From an optimization exercise on the open Yosys and OpenROAD flow, aimed at small area and a short achievable clock period; shortcuts taken in it are not production practice. At most, simulation tests tie the RTL to the original design; equivalence was not proved.

Setup of sierra:
==> module Dot_product, before the edit <==
module Dot_product(in, clk, reset, en, out, sel, done, ready);
  input         clk, reset, en;
  input  [31:0] in;
  output [31:0] out;
  output [3:0]  sel;
  output        done, ready;
  reg  [3:0] cnt;
  reg        ph;
  reg  [2:0] rs, cs;
  wire [3:0] nsel;
  wire       nph;
  wire [2:0] nrs, ncs;
  FSM fsm(.sel(cnt), .ph(ph), .nsel(nsel), .nph(nph), .nrs(nrs), .ncs(ncs));
  always @(posedge clk or posedge reset)
    if (reset) begin
      cnt <= 4'd0;
      ph  <= 1'b0;
      rs  <= 3'b100;
      cs  <= 3'b100;
    end else if (en) begin
      cnt <= nsel;
      ph  <= nph;
      rs  <= nrs;
      cs  <= ncs;
    end
  assign sel   = cnt;
  assign ready = ~ph;
  assign done  = ph;
  reg [8:0][31:0] w;
  integer k;
  always @(posedge clk)
    for (k = 0; k < 9; k = k + 1)
      if (!ph && cnt == k) w[k] <= in;
  wire from_in = ~ph;    
  localparam K = 5;    
  wire [2:0][15:0] an, bn;    
  genvar m;
  generate
    for (m = 0; m < 3; m = m + 1) begin : lane
      wire [15:0] l = ({16{rs[0]}} & w[m][15:0])      | ({16{rs[1]}} & w[3+m][15:0])  | ({16{rs[2]}} & w[6+m][15:0]);
      wire [15:0] h = ({16{cs[0]}} & w[3*m][31:16])   | ({16{cs[1]}} & w[3*m+1][31:16]) | ({16{cs[2]}} & w[3*m+2][31:16]);
      if (m == 2) begin : late
        assign an[m] = ~(from_in ? in[15:0]  : l);
        assign bn[m] = ~(from_in ? in[31:16] : h);
      end else begin : early
        assign an[m] = ~l;
        assign bn[m] = ~h;
      end
    end
  endgenerate
  wire [31:0]  s;
  wire [31:K+1] c;
  wire        ci;
  Multiplier mul(.a0n(an[0]), .b0n(bn[0]), .a1n(an[1]), .b1n(bn[1]), .a2n(an[2]), .b2n(bn[2]), .s(s), .c(c), .ci(ci));
  reg [31:0]  rsum;
  reg [31:K+1] rcar;
  reg         rci;
  always @(posedge clk)
    if (en) begin
      rsum <= s;
      rcar <= c;
      rci  <= ci;
    end
  assign out[K:0] = rsum[K:0];
  Adder #(.N(31 - K)) add(.a(rsum[31:K+1]), .b(rcar), .ci(rci), .sum(out[31:K+1]));
endmodule
==> flow/config.mk <==
export PLATFORM = sky130hd
export DESIGN_NAME = Dot_product
export DESIGN_NICKNAME = Dot_product
export VERILOG_FILES = /design/flow/design.v
export SDC_FILE = /design/flow/constraint.sdc
export NUM_CORES = 4
export LEC_CHECK = 0
export CAP_MARGIN = 20
export CORE_MARGIN = 2
export CORE_UTILIZATION = 65
export CTS_BUF_LIST = sky130_fd_sc_hd__clkbuf_8
export SLEW_MARGIN = 20
export SYNTH_HIERARCHICAL = 1
export SYNTH_MINIMUM_KEEP_SIZE = 0
==> flow/constraint.sdc <==
create_clock -name core_clock -period 27.0 [get_ports {clk}]
set_input_delay 5.4000 -clock core_clock [delete_from_list [all_inputs] [get_ports {clk}]]
set_output_delay 5.4000 -clock core_clock [all_outputs]
set_load 0.01 [all_outputs]
standard.sh (not shown) runs the stock make flow with config.mk's settings and CLKGATE_MAP_FILE= SYNTH_SCRIPT=/design/flow/synth_recipe.tcl, a recipe that flattens the netlist after the stock synthesis.
==> flow/flow/run.sh <==
#!/bin/bash
# Standard ORFS layout, with timing repair aimed below the achieved period
# (repair margin) and fast port buffers.  Each make run logs to its own file
# here; ORFS keeps every tool's log under orfs/logs/.
set -euo pipefail
bash standard.sh finish \
  SETUP_SLACK_MARGIN=18.5 \
  "BUFFER_PORTS_ARGS=-buffer_cell sky130_fd_sc_hd__buf_4" \
  > make_finish.log 2>&1
For violet, these inputs were changed with respect to sierra:
diff --git a/flow/design.v b/flow/design.v
--- a/flow/design.v
+++ b/flow/design.v
@@ -3056,8 +3056,13 @@
   input  an, bn;
   output p;
   assign p = ~(an | bn);
 endmodule
+module LMUX(s, sn, x, y, yn);
+  input  s, sn, x, y;
+  output yn;
+  assign yn = ~((s & x) | (sn & y));
+endmodule
 module FSM(sel, ph, nsel, nph, nrs, ncs);
   input      [3:0] sel;
   input            ph;
   output     [3:0] nsel;
@@ -3088,8 +3093,9 @@
   output [3:0]  sel;
   output        done, ready;
   reg  [3:0] cnt;
   reg        ph;
+  reg        fi;       
   reg  [2:0] rs, cs;
   wire [3:0] nsel;
   wire       nph;
   wire [2:0] nrs, ncs;
@@ -3097,13 +3103,15 @@
   always @(posedge clk or posedge reset)
     if (reset) begin
       cnt <= 4'd0;
       ph  <= 1'b0;
+      fi  <= 1'b1;
       rs  <= 3'b100;
       cs  <= 3'b100;
     end else if (en) begin
       cnt <= nsel;
       ph  <= nph;
+      fi  <= ~nph;
       rs  <= nrs;
       cs  <= ncs;
     end
   assign sel   = cnt;
@@ -3113,29 +3121,29 @@
   integer k;
   always @(posedge clk)
     for (k = 0; k < 9; k = k + 1)
       if (!ph && cnt == k) w[k] <= in;
-  wire from_in = ~ph;    
   localparam K = 5;    
-  wire [2:0][15:0] an, bn;    
-  genvar m;
+  wire [2:0][15:0] l, h;    
+  genvar m, i;
   generate
     for (m = 0; m < 3; m = m + 1) begin : lane
-      wire [15:0] l = ({16{rs[0]}} & w[m][15:0])      | ({16{rs[1]}} & w[3+m][15:0])  | ({16{rs[2]}} & w[6+m][15:0]);
-      wire [15:0] h = ({16{cs[0]}} & w[3*m][31:16])   | ({16{cs[1]}} & w[3*m+1][31:16]) | ({16{cs[2]}} & w[3*m+2][31:16]);
-      if (m == 2) begin : late
-        assign an[m] = ~(from_in ? in[15:0]  : l);
-        assign bn[m] = ~(from_in ? in[31:16] : h);
-      end else begin : early
-        assign an[m] = ~l;
-        assign bn[m] = ~h;
-      end
+      assign l[m] = ({16{rs[0]}} & w[m][15:0])      | ({16{rs[1]}} & w[3+m][15:0])  | ({16{rs[2]}} & w[6+m][15:0]);
+      assign h[m] = ({16{cs[0]}} & w[3*m][31:16])   | ({16{cs[1]}} & w[3*m+1][31:16]) | ({16{cs[2]}} & w[3*m+2][31:16]);
+    end
+  endgenerate
+  wire [15:0] a2n, b2n;
+  generate
+    for (i = 0; i < 16; i = i + 1) begin : sel2
+      LMUX ma(.s(fi), .sn(ph), .x(in[i]),      .y(l[2][i]), .yn(a2n[i]));
+      LMUX mb(.s(fi), .sn(ph), .x(in[16 + i]), .y(h[2][i]), .yn(b2n[i]));
     end
   endgenerate
   wire [31:0]  s;
   wire [31:K+1] c;
   wire        ci;
-  Multiplier mul(.a0n(an[0]), .b0n(bn[0]), .a1n(an[1]), .b1n(bn[1]), .a2n(an[2]), .b2n(bn[2]), .s(s), .c(c), .ci(ci));
+  Multiplier mul(.a0n(~l[0]), .b0n(~h[0]), .a1n(~l[1]), .b1n(~h[1]), .a2n(a2n), .b2n(b2n),
+                 .s(s), .c(c), .ci(ci));
   reg [31:0]  rsum;
   reg [31:K+1] rcar;
   reg         rci;
   always @(posedge clk)
Findings:
violet vs. sierra: cell total after placement went up; final cell count rose about 1.7%; register area held steady; hold slack went down. Clock sink count: sierra vs violet, no meaningful difference. violet vs. sierra: setup slack now smaller, floorplan die area climbed 270 µm², core utilization has increased. Flip-flop and latch share of the layout cell area for violet: 0.42 points down relative to sierra. Between sierra and violet, the post-synth net total does not differ in any meaningful way. Compared with sierra, final area in violet increased slightly. sierra → violet: achievable clock frequency shrank by 0.00088 GHz, CTS buffer count dropped 2.
No functional check of the RTL was part of violet.

re-timing with driven ports:
How much do the figures lean on ideal ports? The routed layouts below were timed once more, with nothing changed but the port constraints.
Step 1 assumes that a clkbuf_16 drives the clock port and a buf_2 every other input.
Step 2, shift: input delay + t, output delay - t, t = (earliest + latest rising clock arrival at the registers) / 2. This alone moves slack from input paths to output paths.
Slacks: ideal ports / drivers / drivers and shift; pairs: ideal ports / drivers.
run	t (ns)	setup slack, ns	slew at the worst register clock pin (ns)	worst data-port slew with drivers (ns)	pins driven straight from the clock port
sierra	0.718	18.541 / 18.568 / 17.850	0.07 / 0.07	0.07	1
violet	0.732	18.477 / 18.502 / 17.770	0.07 / 0.07	0.07	1
After both steps setup and hold are still met in every run listed. For violet, which loses most, drivers alone change the setup slack by +0.025 ns; drivers and shift together by -0.707 ns.
